Background: an optimization exercise with open tools, aiming at small area, a short achievable clock period and few clock cycles per item. Do not read the settings as production practice. At most, simulation tests tie the RTL to the original design; equivalence was not proved. Only the layout flow was run in run 2; the RTL was not checked for function there.

`constraint.sdc`:
```
create_clock -name core_clock -period 45.0 [get_ports {clk}]
set_input_delay 9.0000 -clock core_clock [delete_from_list [all_inputs] [get_ports {clk}]]
set_output_delay 9.0000 -clock core_clock [all_outputs]
set_load 0.01 [all_outputs]
```
`flow/abc_area.script`:
```
strash
dch
map -a
topo
stime -c
```
`config.mk`:
```
export PLATFORM = sky130hd
export DESIGN_NAME = fpu_top
export DESIGN_NICKNAME = fpu_top
export VERILOG_FILES = /design/flow/design.v
export SDC_FILE = /design/flow/constraint.sdc
export NUM_CORES = 4
export LEC_CHECK = 0
export ABC_AREA = 1
export CAP_MARGIN = 20
export CORE_MARGIN = 2
export CORE_UTILIZATION = 60
export CTS_BUF_LIST = sky130_fd_sc_hd__clkbuf_8
export PLACE_DENSITY = 0.75
export SLEW_MARGIN = 20
```
`standard.sh`:
```
#!/bin/bash
# synth_recipe.tcl (not shown) runs the flow's synth.tcl, then flattens the netlist and writes it again
# the make line also repeats each setting of config.mk as NAME=value (left out here)
make -C /OpenROAD-flow-scripts/flow DESIGN_CONFIG=/design/flow/config.mk WORK_HOME=/design/flow/orfs CLKGATE_MAP_FILE= SYNTH_SCRIPT=/design/flow/synth_recipe.tcl "${@:-finish}"
```
`design.v`:
```
module fpu_mul_comb (
    input  logic [15:0] x,
    input  logic [15:0] y,
    output logic [15:0] product,
    output logic        underflag,
    output logic        overflag
);
    logic [21:10] p;
    logic signed [6:0] e;
    logic        s;
    fpu_mant_mul mm (.fa(x[9:0]), .fb(y[9:0]), .p(p));
    always_comb begin
        s = x[15] ^ y[15];
        e = $signed({2'b00, x[14:10]}) + $signed({2'b00, y[14:10]}) - 7'sd15 + (p[21] ? 7'sd1 : 7'sd0);
        overflag  = (e >= 7'sd31);
        underflag = (e <= 7'sd0);
        if (overflag)
            product = {s, 5'b11111, 10'd0};
        else if (underflag)
            product = {s, 5'b00000, 10'd0};
        else
            product = {s, e[4:0], p[21] ? p[20:11] : p[19:10]};
    end
endmodule
module fpu_mant_mul (
    input  logic [9:0]  fa,
    input  logic [9:0]  fb,
    output logic [21:10] p
);
    logic t1, t2, t3, t4, t5, t6, t7, t8, t9, t10, t11, t12, t13, t14, t15, t16, t17, t18, t19, t20, t21, t22, t23, t24, t25, t26, t27, t28, t29, t30, t31, t32, t33, t34, t35, t36, t37, t38, t39, t40, t41, t42, t43, t44, t45, t46, t47, t48, t49, t50, t51, t52, t53, t54, t55, t56, t57, t58, t59, t60, t61, t62, t63, t64, t65, t66, t67, t68, t69, t70, t71, t72, t73, t74, t75, t76, t77, t78, t79, t80, t81, t82, t83, t84, t85, t86, t87, t88, t89, t90, t91, t92, t93, t94, t95, t96, t97, t98, t99, t100, t101, t102, t103, t104, t105, t106, t107, t108, t109, t110, t111, t112, t113, t114, t115, t116, t117, t118, t119, t120, t121, t122, t123, t124, t125, t126, t127, t128, t129, t130, t131, t132, t133, t134, t135, t136, t137, t138, t139, t140, t141, t142, t143, t144, t145, t146, t147, t148, t149, t150, t151, t152, t153, t154, t155, t156, t157, t158, t159, t160, t161, t162, t163, t164, t165, t166, t167, t168, t169, t170, t171, t172, t173, t174, t175, t176, t177, t178, t179, t180, t181, t182, t183, t184, t185, t186, t187, t188, t189, cin_;
    assign t1 = (fa[0] & fb[9]) ^ (fa[1] & fb[8]);
    assign t2 = (fa[0] & fb[9]) & (fa[1] & fb[8]);
    assign t3 = (fa[1] & fb[9]) ^ (fa[2] & fb[8]) ^ (fa[3] & fb[7]);
    assign t4 = ((fa[1] & fb[9]) & (fa[2] & fb[8])) | ((fa[3] & fb[7]) & ((fa[1] & fb[9]) ^ (fa[2] & fb[8])));
    assign t5 = (fa[4] & fb[6]) ^ (fa[5] & fb[5]);
    assign t6 = (fa[4] & fb[6]) & (fa[5] & fb[5]);
    assign t7 = (fa[2] & fb[9]) ^ (fa[3] & fb[8]) ^ (fa[4] & fb[7]);
    assign t8 = ((fa[2] & fb[9]) & (fa[3] & fb[8])) | ((fa[4] & fb[7]) & ((fa[2] & fb[9]) ^ (fa[3] & fb[8])));
    assign t9 = (fa[5] & fb[6]) ^ (fa[6] & fb[5]);
    assign t10 = (fa[5] & fb[6]) & (fa[6] & fb[5]);
    assign t11 = (fa[3] & fb[9]) ^ (fa[4] & fb[8]) ^ (fa[5] & fb[7]);
    assign t12 = ((fa[3] & fb[9]) & (fa[4] & fb[8])) | ((fa[5] & fb[7]) & ((fa[3] & fb[9]) ^ (fa[4] & fb[8])));
    assign t13 = (fa[0] & fb[6]) ^ (fa[1] & fb[5]);
    assign t14 = (fa[0] & fb[6]) & (fa[1] & fb[5]);
    assign t15 = (fa[0] & fb[7]) ^ (fa[1] & fb[6]) ^ (fa[2] & fb[5]);
    assign t16 = ((fa[0] & fb[7]) & (fa[1] & fb[6])) | ((fa[2] & fb[5]) & ((fa[0] & fb[7]) ^ (fa[1] & fb[6])));
    assign t17 = (fa[3] & fb[4]) ^ (fa[4] & fb[3]);
    assign t18 = (fa[3] & fb[4]) & (fa[4] & fb[3]);
    assign t19 = (fa[0] & fb[8]) ^ (fa[1] & fb[7]) ^ (fa[2] & fb[6]);
    assign t20 = ((fa[0] & fb[8]) & (fa[1] & fb[7])) | ((fa[2] & fb[6]) & ((fa[0] & fb[8]) ^ (fa[1] & fb[7])));
    assign t21 = (fa[3] & fb[5]) ^ (fa[4] & fb[4]) ^ (fa[5] & fb[3]);
    assign t22 = ((fa[3] & fb[5]) & (fa[4] & fb[4])) | ((fa[5] & fb[3]) & ((fa[3] & fb[5]) ^ (fa[4] & fb[4])));
    assign t23 = (fa[6] & fb[2]) ^ (fa[7] & fb[1]);
    assign t24 = (fa[6] & fb[2]) & (fa[7] & fb[1]);
    assign t25 = t1 ^ (fa[2] & fb[7]) ^ (fa[3] & fb[6]);
    assign t26 = (t1 & (fa[2] & fb[7])) | ((fa[3] & fb[6]) & (t1 ^ (fa[2] & fb[7])));
    assign t27 = (fa[4] & fb[5]) ^ (fa[5] & fb[4]) ^ (fa[6] & fb[3]);
    assign t28 = ((fa[4] & fb[5]) & (fa[5] & fb[4])) | ((fa[6] & fb[3]) & ((fa[4] & fb[5]) ^ (fa[5] & fb[4])));
    assign t29 = (fa[7] & fb[2]) ^ (fa[8] & fb[1]) ^ (fa[9] & fb[0]);
    assign t30 = ((fa[7] & fb[2]) & (fa[8] & fb[1])) | ((fa[9] & fb[0]) & ((fa[7] & fb[2]) ^ (fa[8] & fb[1])));
    assign t31 = t2 ^ t3 ^ t5;
    assign t32 = (t2 & t3) | (t5 & (t2 ^ t3));
    assign t33 = (fa[6] & fb[4]) ^ (fa[7] & fb[3]) ^ (fa[8] & fb[2]);
    assign t34 = ((fa[6] & fb[4]) & (fa[7] & fb[3])) | ((fa[8] & fb[2]) & ((fa[6] & fb[4]) ^ (fa[7] & fb[3])));
    assign t35 = (fa[9] & fb[1]) ^ fa[0] ^ fb[0];
    assign t36 = ((fa[9] & fb[1]) & fa[0]) | (fb[0] & ((fa[9] & fb[1]) ^ fa[0]));
    assign t37 = t4 ^ t6 ^ t7;
    assign t38 = (t4 & t6) | (t7 & (t4 ^ t6));
    assign t39 = t9 ^ (fa[7] & fb[4]) ^ (fa[8] & fb[3]);
    assign t40 = (t9 & (fa[7] & fb[4])) | ((fa[8] & fb[3]) & (t9 ^ (fa[7] & fb[4])));
    assign t41 = (fa[9] & fb[2]) ^ fa[1] ^ fb[1];
    assign t42 = ((fa[9] & fb[2]) & fa[1]) | (fb[1] & ((fa[9] & fb[2]) ^ fa[1]));
    assign t43 = t8 ^ t10 ^ t11;
    assign t44 = (t8 & t10) | (t11 & (t8 ^ t10));
    assign t45 = (fa[6] & fb[6]) ^ (fa[7] & fb[5]) ^ (fa[8] & fb[4]);
    assign t46 = ((fa[6] & fb[6]) & (fa[7] & fb[5])) | ((fa[8] & fb[4]) & ((fa[6] & fb[6]) ^ (fa[7] & fb[5])));
    assign t47 = (fa[9] & fb[3]) ^ fa[2] ^ fb[2];
    assign t48 = ((fa[9] & fb[3]) & fa[2]) | (fb[2] & ((fa[9] & fb[3]) ^ fa[2]));
    assign t49 = t12 ^ (fa[4] & fb[9]) ^ (fa[5] & fb[8]);
    assign t50 = (t12 & (fa[4] & fb[9])) | ((fa[5] & fb[8]) & (t12 ^ (fa[4] & fb[9])));
    assign t51 = (fa[6] & fb[7]) ^ (fa[7] & fb[6]) ^ (fa[8] & fb[5]);
    assign t52 = ((fa[6] & fb[7]) & (fa[7] & fb[6])) | ((fa[8] & fb[5]) & ((fa[6] & fb[7]) ^ (fa[7] & fb[6])));
    assign t53 = (fa[9] & fb[4]) ^ fa[3] ^ fb[3];
    assign t54 = ((fa[9] & fb[4]) & fa[3]) | (fb[3] & ((fa[9] & fb[4]) ^ fa[3]));
    assign t55 = (fa[5] & fb[9]) ^ (fa[6] & fb[8]) ^ (fa[7] & fb[7]);
    assign t56 = ((fa[5] & fb[9]) & (fa[6] & fb[8])) | ((fa[7] & fb[7]) & ((fa[5] & fb[9]) ^ (fa[6] & fb[8])));
    assign t57 = (fa[8] & fb[6]) ^ (fa[9] & fb[5]) ^ fa[4];
    assign t58 = ((fa[8] & fb[6]) & (fa[9] & fb[5])) | (fa[4] & ((fa[8] & fb[6]) ^ (fa[9] & fb[5])));
    assign t59 = (fa[6] & fb[9]) ^ (fa[7] & fb[8]) ^ (fa[8] & fb[7]);
    assign t60 = ((fa[6] & fb[9]) & (fa[7] & fb[8])) | ((fa[8] & fb[7]) & ((fa[6] & fb[9]) ^ (fa[7] & fb[8])));
    assign t61 = (fa[0] & fb[4]) ^ (fa[1] & fb[3]);
    assign t62 = (fa[0] & fb[4]) & (fa[1] & fb[3]);
    assign t63 = (fa[0] & fb[5]) ^ (fa[1] & fb[4]) ^ (fa[2] & fb[3]);
    assign t64 = ((fa[0] & fb[5]) & (fa[1] & fb[4])) | ((fa[2] & fb[3]) & ((fa[0] & fb[5]) ^ (fa[1] & fb[4])));
    assign t65 = (fa[3] & fb[2]) ^ (fa[4] & fb[1]);
    assign t66 = (fa[3] & fb[2]) & (fa[4] & fb[1]);
    assign t67 = t13 ^ (fa[2] & fb[4]) ^ (fa[3] & fb[3]);
    assign t68 = (t13 & (fa[2] & fb[4])) | ((fa[3] & fb[3]) & (t13 ^ (fa[2] & fb[4])));
    assign t69 = (fa[4] & fb[2]) ^ (fa[5] & fb[1]) ^ (fa[6] & fb[0]);
    assign t70 = ((fa[4] & fb[2]) & (fa[5] & fb[1])) | ((fa[6] & fb[0]) & ((fa[4] & fb[2]) ^ (fa[5] & fb[1])));
    assign t71 = t14 ^ t15 ^ t17;
    assign t72 = (t14 & t15) | (t17 & (t14 ^ t15));
    assign t73 = (fa[5] & fb[2]) ^ (fa[6] & fb[1]) ^ (fa[7] & fb[0]);
    assign t74 = ((fa[5] & fb[2]) & (fa[6] & fb[1])) | ((fa[7] & fb[0]) & ((fa[5] & fb[2]) ^ (fa[6] & fb[1])));
    assign t75 = t16 ^ t18 ^ t19;
    assign t76 = (t16 & t18) | (t19 & (t16 ^ t18));
    assign t77 = t21 ^ t23 ^ (fa[8] & fb[0]);
    assign t78 = (t21 & t23) | ((fa[8] & fb[0]) & (t21 ^ t23));
    assign t79 = t20 ^ t22 ^ t24;
    assign t80 = (t20 & t22) | (t24 & (t20 ^ t22));
    assign t81 = t25 ^ t27 ^ t29;
    assign t82 = (t25 & t27) | (t29 & (t25 ^ t27));
    assign t83 = t26 ^ t28 ^ t30;
    assign t84 = (t26 & t28) | (t30 & (t26 ^ t28));
    assign t85 = t31 ^ t33 ^ t35;
    assign t86 = (t31 & t33) | (t35 & (t31 ^ t33));
    assign t87 = t32 ^ t34 ^ t36;
    assign t88 = (t32 & t34) | (t36 & (t32 ^ t34));
    assign t89 = t37 ^ t39 ^ t41;
    assign t90 = (t37 & t39) | (t41 & (t37 ^ t39));
    assign t91 = t38 ^ t40 ^ t42;
    assign t92 = (t38 & t40) | (t42 & (t38 ^ t40));
    assign t93 = t43 ^ t45 ^ t47;
    assign t94 = (t43 & t45) | (t47 & (t43 ^ t45));
    assign t95 = t44 ^ t46 ^ t48;
    assign t96 = (t44 & t46) | (t48 & (t44 ^ t46));
    assign t97 = t49 ^ t51 ^ t53;
    assign t98 = (t49 & t51) | (t53 & (t49 ^ t51));
    assign t99 = t50 ^ t52 ^ t54;
    assign t100 = (t50 & t52) | (t54 & (t50 ^ t52));
    assign t101 = t55 ^ t57 ^ fb[4];
    assign t102 = (t55 & t57) | (fb[4] & (t55 ^ t57));
    assign t103 = t56 ^ t58 ^ t59;
    assign t104 = (t56 & t58) | (t59 & (t56 ^ t58));
    assign t105 = (fa[9] & fb[6]) ^ fa[5] ^ fb[5];
    assign t106 = ((fa[9] & fb[6]) & fa[5]) | (fb[5] & ((fa[9] & fb[6]) ^ fa[5]));
    assign t107 = t60 ^ (fa[7] & fb[9]) ^ (fa[8] & fb[8]);
    assign t108 = (t60 & (fa[7] & fb[9])) | ((fa[8] & fb[8]) & (t60 ^ (fa[7] & fb[9])));
    assign t109 = (fa[9] & fb[7]) ^ fa[6] ^ fb[6];
    assign t110 = ((fa[9] & fb[7]) & fa[6]) | (fb[6] & ((fa[9] & fb[7]) ^ fa[6]));
    assign t111 = (fa[8] & fb[9]) ^ (fa[9] & fb[8]) ^ fa[7];
    assign t112 = ((fa[8] & fb[9]) & (fa[9] & fb[8])) | (fa[7] & ((fa[8] & fb[9]) ^ (fa[9] & fb[8])));
    assign t113 = (fa[0] & fb[3]) ^ (fa[1] & fb[2]);
    assign t114 = (fa[0] & fb[3]) & (fa[1] & fb[2]);
    assign t115 = t61 ^ (fa[2] & fb[2]) ^ (fa[3] & fb[1]);
    assign t116 = (t61 & (fa[2] & fb[2])) | ((fa[3] & fb[1]) & (t61 ^ (fa[2] & fb[2])));
    assign t117 = t62 ^ t63 ^ t65;
    assign t118 = (t62 & t63) | (t65 & (t62 ^ t63));
    assign t119 = t64 ^ t66 ^ t67;
    assign t120 = (t64 & t66) | (t67 & (t64 ^ t66));
    assign t121 = t68 ^ t70 ^ t71;
    assign t122 = (t68 & t70) | (t71 & (t68 ^ t70));
    assign t123 = t72 ^ t74 ^ t75;
    assign t124 = (t72 & t74) | (t75 & (t72 ^ t74));
    assign t125 = t76 ^ t78 ^ t79;
    assign t126 = (t76 & t78) | (t79 & (t76 ^ t78));
    assign t127 = t80 ^ t82 ^ t83;
    assign t128 = (t80 & t82) | (t83 & (t80 ^ t82));
    assign t129 = t84 ^ t86 ^ t87;
    assign t130 = (t84 & t86) | (t87 & (t84 ^ t86));
    assign t131 = t88 ^ t90 ^ t91;
    assign t132 = (t88 & t90) | (t91 & (t88 ^ t90));
    assign t133 = t92 ^ t94 ^ t95;
    assign t134 = (t92 & t94) | (t95 & (t92 ^ t94));
    assign t135 = t96 ^ t98 ^ t99;
    assign t136 = (t96 & t98) | (t99 & (t96 ^ t98));
    assign t137 = t100 ^ t102 ^ t103;
    assign t138 = (t100 & t102) | (t103 & (t100 ^ t102));
    assign t139 = t104 ^ t106 ^ t107;
    assign t140 = (t104 & t106) | (t107 & (t104 ^ t106));
    assign t141 = t108 ^ t110 ^ t111;
    assign t142 = (t108 & t110) | (t111 & (t108 ^ t110));
    assign t143 = t112 ^ (fa[9] & fb[9]) ^ fa[8];
    assign t144 = (t112 & (fa[9] & fb[9])) | (fa[8] & (t112 ^ (fa[9] & fb[9])));
    assign t145 = (fa[0] & fb[2]) ^ (fa[1] & fb[1]);
    assign t146 = (fa[0] & fb[2]) & (fa[1] & fb[1]);
    assign t147 = t113 ^ (fa[2] & fb[1]) ^ (fa[3] & fb[0]);
    assign t148 = (t113 & (fa[2] & fb[1])) | ((fa[3] & fb[0]) & (t113 ^ (fa[2] & fb[1])));
    assign t149 = t114 ^ t115 ^ (fa[4] & fb[0]);
    assign t150 = (t114 & t115) | ((fa[4] & fb[0]) & (t114 ^ t115));
    assign t151 = t116 ^ t117 ^ (fa[5] & fb[0]);
    assign t152 = (t116 & t117) | ((fa[5] & fb[0]) & (t116 ^ t117));
    assign t153 = t118 ^ t119 ^ t69;
    assign t154 = (t118 & t119) | (t69 & (t118 ^ t119));
    assign t155 = t120 ^ t121 ^ t73;
    assign t156 = (t120 & t121) | (t73 & (t120 ^ t121));
    assign t157 = t122 ^ t123 ^ t77;
    assign t158 = (t122 & t123) | (t77 & (t122 ^ t123));
    assign t159 = t124 ^ t125 ^ t81;
    assign t160 = (t124 & t125) | (t81 & (t124 ^ t125));
    assign t161 = t126 ^ t127 ^ t85;
    assign t162 = (t126 & t127) | (t85 & (t126 ^ t127));
    assign t163 = t128 ^ t129 ^ t89;
    assign t164 = (t128 & t129) | (t89 & (t128 ^ t129));
    assign t165 = t130 ^ t131 ^ t93;
    assign t166 = (t130 & t131) | (t93 & (t130 ^ t131));
    assign t167 = t132 ^ t133 ^ t97;
    assign t168 = (t132 & t133) | (t97 & (t132 ^ t133));
    assign t169 = t134 ^ t135 ^ t101;
    assign t170 = (t134 & t135) | (t101 & (t134 ^ t135));
    assign t171 = t136 ^ t137 ^ t105;
    assign t172 = (t136 & t137) | (t105 & (t136 ^ t137));
    assign t173 = t138 ^ t139 ^ t109;
    assign t174 = (t138 & t139) | (t109 & (t138 ^ t139));
    assign t175 = t140 ^ t141 ^ fb[7];
    assign t176 = (t140 & t141) | (fb[7] & (t140 ^ t141));
    assign t177 = t142 ^ t143 ^ fb[8];
    assign t178 = (t142 & t143) | (fb[8] & (t142 ^ t143));
    assign t179 = t144 ^ fa[9] ^ fb[9];
    assign t180 = (t144 & fa[9]) | (fb[9] & (t144 ^ fa[9]));
    assign t181 = (fa[0] & fb[1]) & (fa[1] & fb[0]);
    assign t182 = (t145 & (fa[2] & fb[0])) | (t181 & (t145 | (fa[2] & fb[0])));
    assign t183 = (t146 & t147) | (t182 & (t146 | t147));
    assign t184 = (t148 & t149) | (t183 & (t148 | t149));
    assign t185 = (t150 & t151) | (t184 & (t150 | t151));
    assign t186 = (t152 & t153) | (t185 & (t152 | t153));
    assign t187 = (t154 & t155) | (t186 & (t154 | t155));
    assign t188 = (t156 & t157) | (t187 & (t156 | t157));
    assign t189 = (t158 & t159) | (t188 & (t158 | t159));
    logic [11:0] ha_, hb_;
    assign ha_ = {1'b0, t180, t178, t176, t174, t172, t170, t168, t166, t164, t162, t160};
    assign hb_ = {1'b0, 1'b1, t179, t177, t175, t173, t171, t169, t167, t165, t163, t161};
    assign cin_ = t189;
    logic [11:0] g_, t_, G_, T_, Gn_, Tn_;
    always_comb begin
        g_ = ha_ & hb_;
        t_ = ha_ | hb_;
        g_[0] = g_[0] | (t_[0] & cin_);
        G_ = g_;
        T_ = t_;
        for (int s = 1; s < 12; s = s * 2) begin
            Gn_ = G_;
            Tn_ = T_;
            for (int i = 0; i < 12; i++) begin
                if ((i / s) % 2 == 1) begin
                    Gn_[i] = G_[i] | (T_[i] & G_[(i / s) * s - 1]);
                    Tn_[i] = T_[i] & T_[(i / s) * s - 1];
                end
            end
            G_ = Gn_;
            T_ = Tn_;
        end
        p = ha_ ^ hb_ ^ {G_[10:0], cin_};
    end
endmodule
module fpu_div_row (
    input  logic [10:0] r,
    input  logic [10:0] d,
    output logic        q,
    output logic [10:0] rn
);
    logic [11:0] a, b, g, t, G, T, Gn, Tn, bin;
    always_comb begin
        a = {r, 1'b0};
        b = {1'b0, d};
        g = ~a & b;
        t = ~a | b;
        G = g;
        T = t;
        for (int s = 1; s < 12; s = s * 2) begin
            Gn = G;
            Tn = T;
            for (int i = 0; i < 12; i++) begin
                if ((i / s) % 2 == 1) begin
                    Gn[i] = G[i] | (T[i] & G[(i / s) * s - 1]);
                    Tn[i] = T[i] & T[(i / s) * s - 1];
                end
            end
            G = Gn;
            T = Tn;
        end
        bin = {G[10:0], 1'b0};
        q   = ~G[11];
        rn  = a[10:0] ^ ({11{q}} & (b[10:0] ^ bin[10:0]));
    end
endmodule
module fpu_div_pre #(parameter int K = 5) (
    input  logic [15:0]  x,
    input  logic [15:0]  y,
    output logic [K-1:0] fhi,      
    output logic [10:0]  rem,
    output logic         sign,
    output logic [4:0]   exp,
    output logic         overflag,
    output logic         underflag
);
    logic [10:0] ma, mb;
    logic [11:0] d1;           
    logic [11:0] d2;           
    logic        q11;
    logic [10:0] r [0:K];
    logic signed [6:0] e;
    assign ma = {1'b1, x[9:0]};
    assign mb = {1'b1, y[9:0]};
    assign d1 = {1'b0, ma} - {1'b0, mb};
    assign d2 = {ma, 1'b0} - {1'b0, mb};
    assign q11 = ~d1[11];
    assign r[0] = q11 ? d1[10:0] : d2[10:0];
    for (genvar i = 1; i <= K; i++) begin : g_row
        fpu_div_row row (.r(r[i-1]), .d(mb), .q(fhi[K-i]), .rn(r[i]));
    end
    assign rem = r[K];
    always_comb begin
        sign = x[15] ^ y[15];
        e = $signed({2'b00, x[14:10]}) - $signed({2'b00, y[14:10]}) + 7'sd14 + (q11 ? 7'sd1 : 7'sd0);
        overflag  = (e >= 7'sd31);
        underflag = (e <= 7'sd0);
        exp = e[4:0];
    end
endmodule
module fpu_div_post #(parameter int K = 5) (
    input  logic [K-1:0] fhi,
    input  logic [10:0]  rem,
    input  logic [9:0]   fb,
    input  logic         sign,
    input  logic [4:0]   exp,
    input  logic         overflag,
    input  logic         underflag,
    output logic [15:0]  quotient
);
    logic [10:0] mb;
    logic [9:0]  f;
    logic [10:0] r [0:10-K];
    assign mb = {1'b1, fb};
    assign f[9:10-K] = fhi;
    assign r[0] = rem;
    for (genvar i = 1; i <= 10 - K; i++) begin : g_row
        fpu_div_row row (.r(r[i-1]), .d(mb), .q(f[10-K-i]), .rn(r[i]));
    end
    always_comb begin
        if (overflag)
            quotient = {sign, 5'b11111, 10'd0};
        else if (underflag)
            quotient = {sign, 5'b00000, 10'd0};
        else
            quotient = {sign, exp, f};
    end
endmodule
module fpu_add_pre (
    input  logic [15:0] x,
    input  logic [15:0] y,
    output logic [11:0] m,       
    output logic [4:0]  eb,      
    output logic        sb       
);
    logic        xbig;
    logic [4:0]  es;
    logic [9:0]  fb, fs;
    logic [10:0] msh;
    logic [4:0]  d;
    always_comb begin
        xbig = (x[14:0] >= y[14:0]);
        {sb, eb, fb} = xbig ? x : y;
        {es, fs}     = xbig ? y[14:0] : x[14:0];
        d    = eb - es;
        msh  = {1'b1, fs} >> d;
        m    = (x[15] ^ y[15]) ? ({1'b0, 1'b1, fb} - {1'b0, msh}) : ({1'b0, 1'b1, fb} + {1'b0, msh});
    end
endmodule
module fpu_add_post (
    input  logic [11:0] m,
    input  logic [4:0]  eb,
    input  logic        sb,
    output logic [15:0] sum,
    output logic        exc
);
    logic [3:0]  lzc;
    logic [11:0] mn;
    logic signed [6:0] e;
    always_comb begin
        lzc = 4'd0;
        for (int i = 0; i <= 11; i++)
            if (m[i]) lzc = 4'(11 - i);
        mn = m << lzc;
        e  = $signed({2'b00, eb}) + 7'sd1 - $signed({3'b000, lzc});
        if (m == 12'd0) begin
            sum = 16'd0;
            exc = 1'b0;
        end else if (e >= 7'sd31) begin
            sum = {sb, 5'b11111, 10'd0};
            exc = 1'b1;
        end else if (e <= 7'sd0) begin
            sum = {sb, 5'b00000, 10'd0};
            exc = 1'b1;
        end else begin
            sum = {sb, e[4:0], mn[10:1]};
            exc = 1'b0;
        end
    end
endmodule
module fpu_top (
  input logic   clk,
  input logic   reset,
  input logic [15:0] a,
  input logic [15:0] b,
  output logic [15:0] quotient,product,sum,
  input logic start,
  output logic [4:0]  flags,
  output logic valid
);
localparam int K = 4;    
logic [15:0]  prod_d;
logic [11:0]  add_m_d;
logic [4:0]   add_e_d;
logic         add_s_d;
logic         mul_un_d, mul_ov_d;
logic [K-1:0] fhi_d;
logic [10:0]  rem_d;
logic         qsign_d, qov_d, qun_d;
logic [4:0]   qexp_d;
fpu_add_pre add_pre (.x(a), .y(b), .m(add_m_d), .eb(add_e_d), .sb(add_s_d));
fpu_mul_comb mult (.x(a), .y(b), .product(prod_d), .underflag(mul_un_d), .overflag(mul_ov_d));
fpu_div_pre #(.K(K)) div_pre (
    .x(a), .y(b), .fhi(fhi_d), .rem(rem_d), .sign(qsign_d), .exp(qexp_d),
    .overflag(qov_d), .underflag(qun_d)
);
logic [11:0]  add_m_q;
logic [4:0]   add_e_q;
logic         add_s_q, add_exc;
logic [14:0]  prod_q;
logic         mul_un_q, mul_ov_q;
logic [K-1:0] fhi_q;
logic [10:0]  rem_q;
logic [9:0]   fb_q;
logic         qsign_q, qov_q, qun_q;
logic [4:0]   qexp_q;
always_ff @(posedge clk) begin
    if (start) begin
        add_m_q   <= add_m_d;
        add_e_q   <= add_e_d;
        add_s_q   <= add_s_d;
        prod_q    <= prod_d[14:0];
        mul_un_q  <= mul_un_d;
        mul_ov_q  <= mul_ov_d;
        fhi_q     <= fhi_d;
        rem_q     <= rem_d;
        fb_q      <= b[9:0];
        qsign_q   <= qsign_d;
        qexp_q    <= qexp_d;
        qov_q     <= qov_d;
        qun_q     <= qun_d;
    end
end
always_ff @(posedge clk or negedge reset) begin
    if (!reset)
        valid <= 1'b0;
    else if (start)
        valid <= 1'b1;
end
fpu_div_post #(.K(K)) div_post (
    .fhi(fhi_q), .rem(rem_q), .fb(fb_q), .sign(qsign_q), .exp(qexp_q),
    .overflag(qov_q), .underflag(qun_q), .quotient(quotient)
);
fpu_add_post add_post (.m(add_m_q), .eb(add_e_q), .sb(add_s_q), .sum(sum), .exc(add_exc));
assign product = {qsign_q, prod_q};    
assign flags   = {add_exc, qov_q, qun_q, mul_un_q, mul_ov_q};
endmodule
```
`flow/run.sh`:
```
#!/bin/bash
# Own flow: the standard layout (standard.sh), with two changes:
#  - synthesis maps the logic with ABC's area-oriented mapper (flow/abc_area.script:
#    strash; dch; map -a) instead of ORFS's ABC script; everything else in synthesis,
#    including flip-flop mapping, flattening and renaming, is the standard flow's own script;
#  - port buffers are sky130_fd_sc_hd__buf_2 cells.
set -euo pipefail
W=$PWD
# ORFS synth.tcl with the ABC script replaced, right after its preamble.
sed "s|^source \$::env(SCRIPTS_DIR)/synth_preamble.tcl\$|&\nset abc_args [lreplace \$abc_args 1 1 $W/flow/abc_area.script]|" \
    "$FLOW_HOME/scripts/synth.tcl" > "$W/own_synth.tcl"
grep -q "own\|abc_area.script" "$W/own_synth.tcl"
sed "s|source \$::env(SCRIPTS_DIR)/synth.tcl|source $W/own_synth.tcl|" synth_recipe.tcl > "$W/own_synth_recipe.tcl"
grep -q own_synth.tcl "$W/own_synth_recipe.tcl"
sed -e "s|SYNTH_SCRIPT=[^ ]*|SYNTH_SCRIPT=$W/own_synth_recipe.tcl 'BUFFER_PORTS_ARGS=-buffer_cell sky130_fd_sc_hd__buf_2' SETUP_SLACK_MARGIN=26|" standard.sh > "$W/own_standard.sh"
grep -q own_synth_recipe.tcl "$W/own_standard.sh"
bash "$W/own_standard.sh" > "$W/own_flow.log" 2>&1
```
==> metrics.yaml, run 1 <==
run_status:
  status: "finished clean"
cells_and_area:
  drive_gt1_share_pct: 10.23
  nNetsFinal: 2211
  final_cell_area_um2: 14190
  area_delta_synth_final_pct: 10.51
  fin_util_pct: 67.50
  antenna_cells: 0
  fillers: 1855
logic_synthesis:
  ys_seq_elements: 69
  netlist_area_um2: 12840
  yosysSeqAreaShare_pct: 16.10
  synth_cell_type_count: 43
  ys.flop_type: "edfxtp_1"
  synth_edf_count: 68
  synth_fp_nets: 2096
  synth_cells: 1875
  yosysWarnings: 12
  syn_avg_cell_area_um2: 6.848
  ys_async_sr_fraction_pct: 1.449
route:
  vias_per_cell: 5.496
  vias: 12480
  first_pass_iters: 5
  ant_nets: 0
  route.detailed.drc: 0
  drtIter0Drc: 655
  wirelength_um: 33340
  post_drt_wl_per_cell_um: 14.69
cts:
  cts_buffers: 9
  tritoncts: "yes"
  clkTransAtPathRegs_ns: 0.09
  root_buffer: "clkbuf_8"
  clock_path_buffers: 2
  htreeDepth: 3
  clock_latency_ns: 0.37
  numClockSinks: 69
floorplan:
  core_area_um2: 21020
  rows: 53
  dieArea_um2: 22590
  ios: 89
  initial_core_util_pct: 61.08
  die_h_um: 150.3
  fp.dieW_um: 150.3
worst_setup_path:
  worstSetupPathType: "in2reg"
  cp.required_ns: 45.10
  crit_path_end_kind: "register"
  cpMaxStageDelayCell: "clkinv_1"
  cp_common_cell: "nand2_1"
  worst_setup_path_start_kind: "primary input"
  cp_max_fo: 17
  critPathMaxStageDelay_ns: 0.57
  cp.arrival_ns: 18.29
grt:
  grtUsageTotal_pct: 30.25
  grt_first_pass_wirelength_um: 54700
  grt_pass1_vias: 11690
  gr-total-overflow: 0
  antenna_found_initial: 0
  grt_max_degree: 70
worst_hold_path:
  hold_class: "reg2reg"
place:
  gp_congestion: 0.9228
  placed_cell_area_um2: 13610
  dp_hpwl_um: 26440
  io_buffers: 88
timing:
  rsz0062_at_grt: "false"
  period_minus_slack_ns: 18.18
  setup_tns_ns: 0
  hold_viol_final: 0
  setup_viol: 0
  fmaxAchievable_ghz: 0.05500
  maxSlewHeadroom_pct: 39.54
  worst_pin_slew_ns: 0.9068
  maxSlewViolCount: 0
  finalClockSkew_ns: 0
  fin_crit_sh_pct: 40.41
flow_run:
  maxCapViolations: 0
-- cells in the final DEF, fill, tap and decap left out, types with 3 or more instances in the layout --
cell type   instances
a211oi_1           12
a21oi_1           100
a22oi_1             3
a31oi_1             4
buf_2              82
buf_4              23
clkbuf_4            5
clkbuf_8            9
clkinv_1          288
clkinv_2            5
clkinv_4            4
clkinvlp_4          5
edfxtp_1           68
fa_1               91
ha_1               95
inv_2               5
inv_4              11
maj3_1              5
nand2_1           376
nand2_2             8
nand3_1            43
nand4_1             6
nor2_1            294
nor2_2              6
nor3_1             26
nor3_2              3
nor4_1              6
o211ai_1            8
o21a_1              5
o21ai_0           161
o21ai_1             9
o21ai_2             4
o21bai_1            3
o221ai_1            7
o22ai_1             3
o31ai_1             6
or2_2               8
xnor2_1            42
xor2_1            116
xor2_2              7
-- cell type report --
| cell class | count | area [um2] | share of cell area, % |
|---|---|---|---|
| clock buffer | 9 | 123.9 | 0.8729 |
| clock inverter | 7 | 73.82 | 0.5202 |
| timing repair inverter | 1 | 7.507 | 0.05291 |
| inverter | 312 | 1224 | 8.624 |
| multi-input combinational | 1487 | 9729 | 68.57 |
| tap | 275 | 344.1 | 2.425 |
| timing repair buffer | 110 | 620.6 | 4.373 |
| sequential | 69 | 2067 | 14.57 |
-- stage by stage --
step | cells | setup slack, ns | hold slack [ns]
global placement | 2236 | 24.45 | 0.4474
global route | 2270 | 25.89 | 0.4873
floorplan | 1875 | 27.55 | 0.5121
detailed placement | 2236 | 24.32 | 0.4529
CTS | 2252 | 26.00 | 0.4817
finish | 2270 | 26.82 | 0.4809
-- cell families (layout without fill, tap and decap cells) --
kind of cell / after synthesis / after routing / synth area share, %
flip-flops: 69 / 69 / 16.10
AO/OA/AOI/OAI: 345 / 345 / 14.99
buffers and inverters: 319 / 439 / 9.530
AND/OR/NAND/NOR: 784 / 784 / 24.15
XOR/XNOR: 166 / 166 / 11.32
adder cells (fa/ha/maj): 191 / 191 / 23.84
multiplexers: 1 / 1 / 0.07796
-- state kept, by name, indices dropped and copies added (netlist names), 4 cells and up --
| signal | cells |
|---|---|
| prod_q | 15 |
| add_m_q | 12 |
| rem_q | 11 |
| fb_q | 10 |
| add_e_q | 5 |
| qexp_q | 5 |
| fhi_q | 4 |
-- worst max-delay path, delay by kind of cell --
| kind | cells | cell delay [ns] |
|---|---|---|
| adder cells (fa/ha/maj) | 3 | 1.31 |
| buffers and inverters | 10 | 2.02 |
| AO/OA/AOI/OAI | 11 | 1.74 |
| XOR/XNOR | 3 | 0.47 |
| AND/OR/NAND/NOR | 30 | 3.73 |
-- timing repair --
item | CTS | global route
resized for setup | 29 | 69
buffers inserted | 0 | 17
hold buffers | 0 | 0
setup endpoints to repair | 13 | 14
pin swaps | 3 | 16
gates cloned | 0 | 1
-- path summary, 6_finish.rpt --
check	slack [ns]	cells after the start	to	start
min in group asynchronous	8.38	1	valid	reset
max reg2reg	44.22	1	valid	valid
min	0.48	1	valid	valid
max in group asynchronous	36.54	1	valid	reset
max	26.82	57	rem_q[2]	b[9]
min reg2reg	0.48	1	valid	valid
-- synthesized netlist by cell type, types with 8 or more instances --
library cell	count	area [um2]
nand2_1	385	1445
clkinv_1	312	1171
nor2_1	302	1134
o21ai_0	174	870.8
xor2_1	123	1077
a21oi_1	102	510.5
ha_1	95	1189
fa_1	91	1822
edfxtp_1	68	2042
nand3_1	43	215.2
xnor2_1	43	376.6
nor3_1	29	145.1
a211oi_1	13	97.59
o211ai_1	8	60.06
or2_2	8	50.05
-- metal layers --
layer	GRT usage (%)	part of all wire, %	vias up
met5	0	0	-
met4	9.670	2.6	0
met3	3.030	4.5	59
met2	54.43	50	349
met1	38.09	43	5782
li1	-	-	6287
Testbench counts, summed over its fixed seeds: cycles 8,000, ops 8,000.
==> run 2, diff against run 1 <==
--- a/design.v
+++ b/design.v
@@ -276,6 +276,6 @@
 endmodule
-module fpu_div_pre #(parameter int K = 5) (
+module fpu_div_pre #(parameter int K = 6) (
     input  logic [15:0]  x,
     input  logic [15:0]  y,
-    output logic [K-1:0] fhi,      
+    output logic [K-1:0] qhi,      
     output logic [10:0]  rem,
@@ -287,6 +287,3 @@
     logic [10:0] ma, mb;
-    logic [11:0] d1;           
-    logic [11:0] d2;           
-    logic        q11;
-    logic [10:0] r [0:K];
+    logic [10:0] r [0:K-1];
     logic signed [6:0] e;
@@ -294,13 +291,11 @@
     assign mb = {1'b1, y[9:0]};
-    assign d1 = {1'b0, ma} - {1'b0, mb};
-    assign d2 = {ma, 1'b0} - {1'b0, mb};
-    assign q11 = ~d1[11];
-    assign r[0] = q11 ? d1[10:0] : d2[10:0];
-    for (genvar i = 1; i <= K; i++) begin : g_row
-        fpu_div_row row (.r(r[i-1]), .d(mb), .q(fhi[K-i]), .rn(r[i]));
+    assign qhi[K-1] = (ma >= mb);
+    assign r[0] = qhi[K-1] ? ma - mb : ma;
+    for (genvar i = 1; i < K; i++) begin : g_row
+        fpu_div_row row (.r(r[i-1]), .d(mb), .q(qhi[K-1-i]), .rn(r[i]));
     end
-    assign rem = r[K];
+    assign rem = r[K-1];
     always_comb begin
         sign = x[15] ^ y[15];
-        e = $signed({2'b00, x[14:10]}) - $signed({2'b00, y[14:10]}) + 7'sd14 + (q11 ? 7'sd1 : 7'sd0);
+        e = $signed({2'b00, x[14:10]}) - $signed({2'b00, y[14:10]}) + 7'sd14 + (qhi[K-1] ? 7'sd1 : 7'sd0);
         overflag  = (e >= 7'sd31);
@@ -310,4 +305,4 @@
 endmodule
-module fpu_div_post #(parameter int K = 5) (
-    input  logic [K-1:0] fhi,
+module fpu_div_post #(parameter int K = 6) (
+    input  logic [K-1:0] qhi,
     input  logic [10:0]  rem,
@@ -321,9 +316,9 @@
     logic [10:0] mb;
-    logic [9:0]  f;
-    logic [10:0] r [0:10-K];
+    logic [11:0] q;
+    logic [10:0] r [0:12-K];
     assign mb = {1'b1, fb};
-    assign f[9:10-K] = fhi;
+    assign q[11:12-K] = qhi;
     assign r[0] = rem;
-    for (genvar i = 1; i <= 10 - K; i++) begin : g_row
-        fpu_div_row row (.r(r[i-1]), .d(mb), .q(f[10-K-i]), .rn(r[i]));
+    for (genvar i = 1; i <= 12 - K; i++) begin : g_row
+        fpu_div_row row (.r(r[i-1]), .d(mb), .q(q[12-K-i]), .rn(r[i]));
     end
@@ -335,3 +330,3 @@
         else
-            quotient = {sign, exp, f};
+            quotient = {sign, exp, q[11] ? q[10:1] : q[9:0]};
     end
@@ -400,3 +395,3 @@
 );
-localparam int K = 4;    
+localparam int K = 6;    
 logic [15:0]  prod_d;
@@ -406,3 +401,3 @@
 logic         mul_un_d, mul_ov_d;
-logic [K-1:0] fhi_d;
+logic [K-1:0] qhi_d;
 logic [10:0]  rem_d;
@@ -413,3 +408,3 @@
 fpu_div_pre #(.K(K)) div_pre (
-    .x(a), .y(b), .fhi(fhi_d), .rem(rem_d), .sign(qsign_d), .exp(qexp_d),
+    .x(a), .y(b), .qhi(qhi_d), .rem(rem_d), .sign(qsign_d), .exp(qexp_d),
     .overflag(qov_d), .underflag(qun_d)
@@ -421,3 +416,3 @@
 logic         mul_un_q, mul_ov_q;
-logic [K-1:0] fhi_q;
+logic [K-1:0] qhi_q;
 logic [10:0]  rem_q;
@@ -434,3 +429,3 @@
         mul_ov_q  <= mul_ov_d;
-        fhi_q     <= fhi_d;
+        qhi_q     <= qhi_d;
         rem_q     <= rem_d;
@@ -450,3 +445,3 @@
 fpu_div_post #(.K(K)) div_post (
-    .fhi(fhi_q), .rem(rem_q), .fb(fb_q), .sign(qsign_q), .exp(qexp_q),
+    .qhi(qhi_q), .rem(rem_q), .fb(fb_q), .sign(qsign_q), .exp(qexp_q),
     .overflag(qov_q), .underflag(qun_q), .quotient(quotient)
==> run 2 against run 1 <==
  * Area after synthesis rose by 0.71%
  * Register-to-register slack barely moved
  * Cell count rose by 0.75%
  * Largest cell class unchanged
==> metrics.yaml, run 2 <==
cts:
  htreeDepth: 3  # unchanged
  clock_latency_ns: 0.37  # about the same
  clock_path_buffers: 2  # unchanged
  clkTransAtPathRegs_ns: 0.09  # about the same
  cts_buffers: 9  # unchanged
  postCtsHoldBufs: 0  # unchanged
  root_buffer: "clkbuf_8"  # unchanged
  tritoncts: "yes"  # unchanged
  numClockSinks: 71  # was 69
cells_and_area:
  final_common_cell: "nand2_1"  # unchanged
  final_cell_mix: "nand2_1, clkinv_1, nor2_1, o21ai_0, xor2_1"  # was nand2_1, nor2_1, clkinv_1, o21ai_0, xor2_1
  largest_register_ffs: 15  # unchanged
  fin_cells: 2287  # was 2270
  reg.largest.list: "prod_q x15, add_m_q x12, rem_q x11"  # unchanged
  drive_gt1_share_pct: 11.63  # was 10.23%
  fin_util_pct: 69.28  # was 67.50%
  final_cell_area_um2: 14610  # was 14190 um2
  nNetsFinal: 2209  # was 2211
  area_delta_synth_final_pct: 12.99  # was 10.51%
  top_register: "prod_q"  # unchanged
  antenna_cells: 0  # unchanged
timing:
  whs_ns: 0.4820  # was 0.4809 ns
  fin_crit_sh_pct: 40.65  # was 40.41%
  hold_viol_final: 0  # unchanged
  finalClockSkew_ns: 0  # unchanged
  maxSlewHeadroom_pct: 37.40  # was 39.54%
  rsz0062_at_grt: "true"  # was false
  setup_tns_ns: 0  # unchanged
  setup_viol: 0  # unchanged
  fmaxAchievable_ghz: 0.05467  # was 0.05500 GHz
  period_minus_slack_ns: 18.29  # was 18.18 ns
  worst_pin_slew_ns: 0.9390  # was 0.9068 ns
  maxSlewViolCount: 0  # unchanged
place:
  dpl.cell_count: 2247  # was 2236
  dp_hpwl_um: 25890  # was 26440 um
  placed_cell_area_um2: 13690  # was 13610 um2
  io_buffers: 88  # unchanged
  gp_congestion: 0.9339  # was 0.9228
logic_synthesis:
  synth_edf_count: 70  # was 68
  yosys-top-cells-count: "nand2_1, clkinv_1, nor2_1, o21ai_0, xor2_1"  # unchanged
  netlist_area_um2: 12930  # was 12840 um2
  ys_seq_elements: 71  # was 69
  synthMostInstantiatedCell: "nand2_1"  # unchanged
  synth_cell_type_count: 44  # was 43
  yosysWarnings: 12  # unchanged
  yosys.area.top_type: "edfxtp_1"  # unchanged
  ys_async_sr_fraction_pct: 1.408  # was 1.449%
  synth_cells: 1888  # was 1875
  synth_top_area_share_pct: 16.26  # was 15.90%
  ys.flop_type: "edfxtp_1"  # unchanged
  synth_area_leaders: "edfxtp_1, fa_1, nand2_1"  # unchanged
  synth_fp_nets: 2090  # was 2096
  yosysSeqAreaShare_pct: 16.45  # was 16.10%
  syn_avg_cell_area_um2: 6.849  # was 6.848 um2
route:
  route.detailed.drc: 0  # unchanged
  wirelength_um: 33880  # was 33340 um
  vias_per_cell: 5.569  # was 5.496
  vias: 12740  # was 12.48k
  post_drt_wl_per_cell_um: 14.81  # was 14.69 um
  first_pass_iters: 7  # was 5
  ant_nets: 0  # unchanged
  drtIter0Drc: 890  # was 655
worst_setup_path:
  crit_path_end_kind: "register"  # unchanged
  cp.required_ns: 45.12  # was 45.10 ns
  crit_buf_inv: 14  # was 10
  cp_max_fo: 22  # was 17
  cpMaxStageDelayCell: "ha_4"  # was clkinv_1
  path_delay_family: "simple AND/OR/NAND/NOR gates"  # unchanged
  critPathMaxStageDelay_ns: 0.33  # was 0.57 ns
  cp_common_cell: "nand2_1"  # unchanged
  cp.arrival_ns: 18.41  # was 18.29 ns
  worstSetupPathType: "in2reg"  # unchanged
  worst_setup_path_start_kind: "primary input"  # unchanged
grt:
  antenna_found_initial: 1  # was 0
  grtUsageTotal_pct: 29.49  # was 30.25%
  grt_pass1_vias: 11210  # was 11.69k
  grt_first_pass_wirelength_um: 53830  # was 54700 um
  gr-total-overflow: 0  # unchanged
  grt_max_degree: 72  # was 70
run_status:
  status: "finished clean"  # unchanged
flow_run:
  maxCapViolations: 0  # unchanged
floorplan:
  core_area_um2: 21090  # was 21020 um2
  dieArea_um2: 22740  # was 22590 um2
  rows: 53  # unchanged
  fp.dieW_um: 150.8  # was 150.3 um
  ios: 89  # unchanged
  die_h_um: 150.8  # was 150.3 um
  initial_core_util_pct: 61.32  # was 61.08%
worst_hold_path:
  hold_class: "reg2reg"  # unchanged
-- run 2: changes by cell type in the layout (fill, tap and decap cells not counted), moves of 6 or more --
cell      change
nor2_1       -30
nand2_1      +29
clkinv_1     -21
ha_1         -21
nand3_1      +16
xnor2_1      -12
xor2_1       +12
xor2_2       +12
a31oi_1      +11
o21ai_1       +7
xnor2_2       +6
-- run 2: final timing paths --
check,startpoint,endpoint,slack [ns],depth (start not counted)
max,b[5],rem_q[1],26.71,64
min,valid,valid,0.48,1
max reg2reg,valid,valid,44.22,1
min reg2reg,valid,valid,0.48,1
max in group asynchronous,reset,valid,36.53,1
min in group asynchronous,reset,valid,8.38,1
-- run 2: area by class of cell --
class,instances,area [um2]
fillers,1850,6477
well taps,275,344.1
inverters,295,1219
clock buffers,9,123.9
clock inverters,7,72.57
multi-input cells,1517,10050
flip-flops and latches,71,2127
repair buffers,113,673.1
-- run 2: routing by layer --
layer	routed length (um)	vias to the layer above	track usage (%)
li1	-	6380	-
met1	14860	5880	40.40
met5	16	-	0
met4	737	2	7.710
met3	2170	59	2.801
met2	16090	415	50.32
-- run 2: logic make-up after synthesis --
kind of cell | share of synthesized area, %
buf+inv | 8.970
compound gates | 15.41
flops | 16.45
xor+xnor | 12.53
fa+ha+maj | 21.85
simple gates | 24.71
mux | 0.07741
-- run 2: repair_timing --
item	CTS	global route
buffers inserted	6	16
cloned	0	2
resized for setup	50	102
pin swaps	0	14
setup endpoints to repair	13	13
-- run 2: per-stage QoR --
step | setup WS [ns]
final | 26.71
after global placement | 24.42
after floorplan | 26.60
after CTS | 26.01
after detailed placement | 23.78
after global routing | 25.86

-- re-timing with driven ports --
No port has a modelled driver above. Below, the same layouts with a new extraction and two added sets of constraints.
Step 1 (the two cells are an assumption about what drives the block):
set clk [get_ports {clk}]
set_driving_cell -lib_cell sky130_fd_sc_hd__clkbuf_16 $clk
set_driving_cell -lib_cell sky130_fd_sc_hd__buf_2 [delete_from_list [all_inputs] $clk]
Step 2 times the ports against the registers' clock, not the clock port: input delays grow and output delays shrink by t, the midpoint of the rising clock arrivals with the driver on.
Slacks: ideal ports / drivers / drivers and shift; pairs: ideal ports / drivers.
| run | t, ns | setup slack, ns | hold slack, ns | latest minus earliest clock arrival (ns) | worst data-port slew with drivers (ns) |
|---|---|---|---|---|---|
| run 1 | 0.406 | 26.817 / 26.807 / 26.420 | 0.481 / 0.481 / 0.481 | 0.015 / 0.014 | 0.04 |
| run 2 | 0.405 | 26.709 / 26.710 / 26.305 | 0.482 / 0.482 / 0.482 | 0.018 / 0.018 | 0.05 |
After both steps every run listed still meets setup and hold. The setup slack of run 2, which loses most, moves by +0.001 ns with the drivers and by -0.404 ns with both steps.
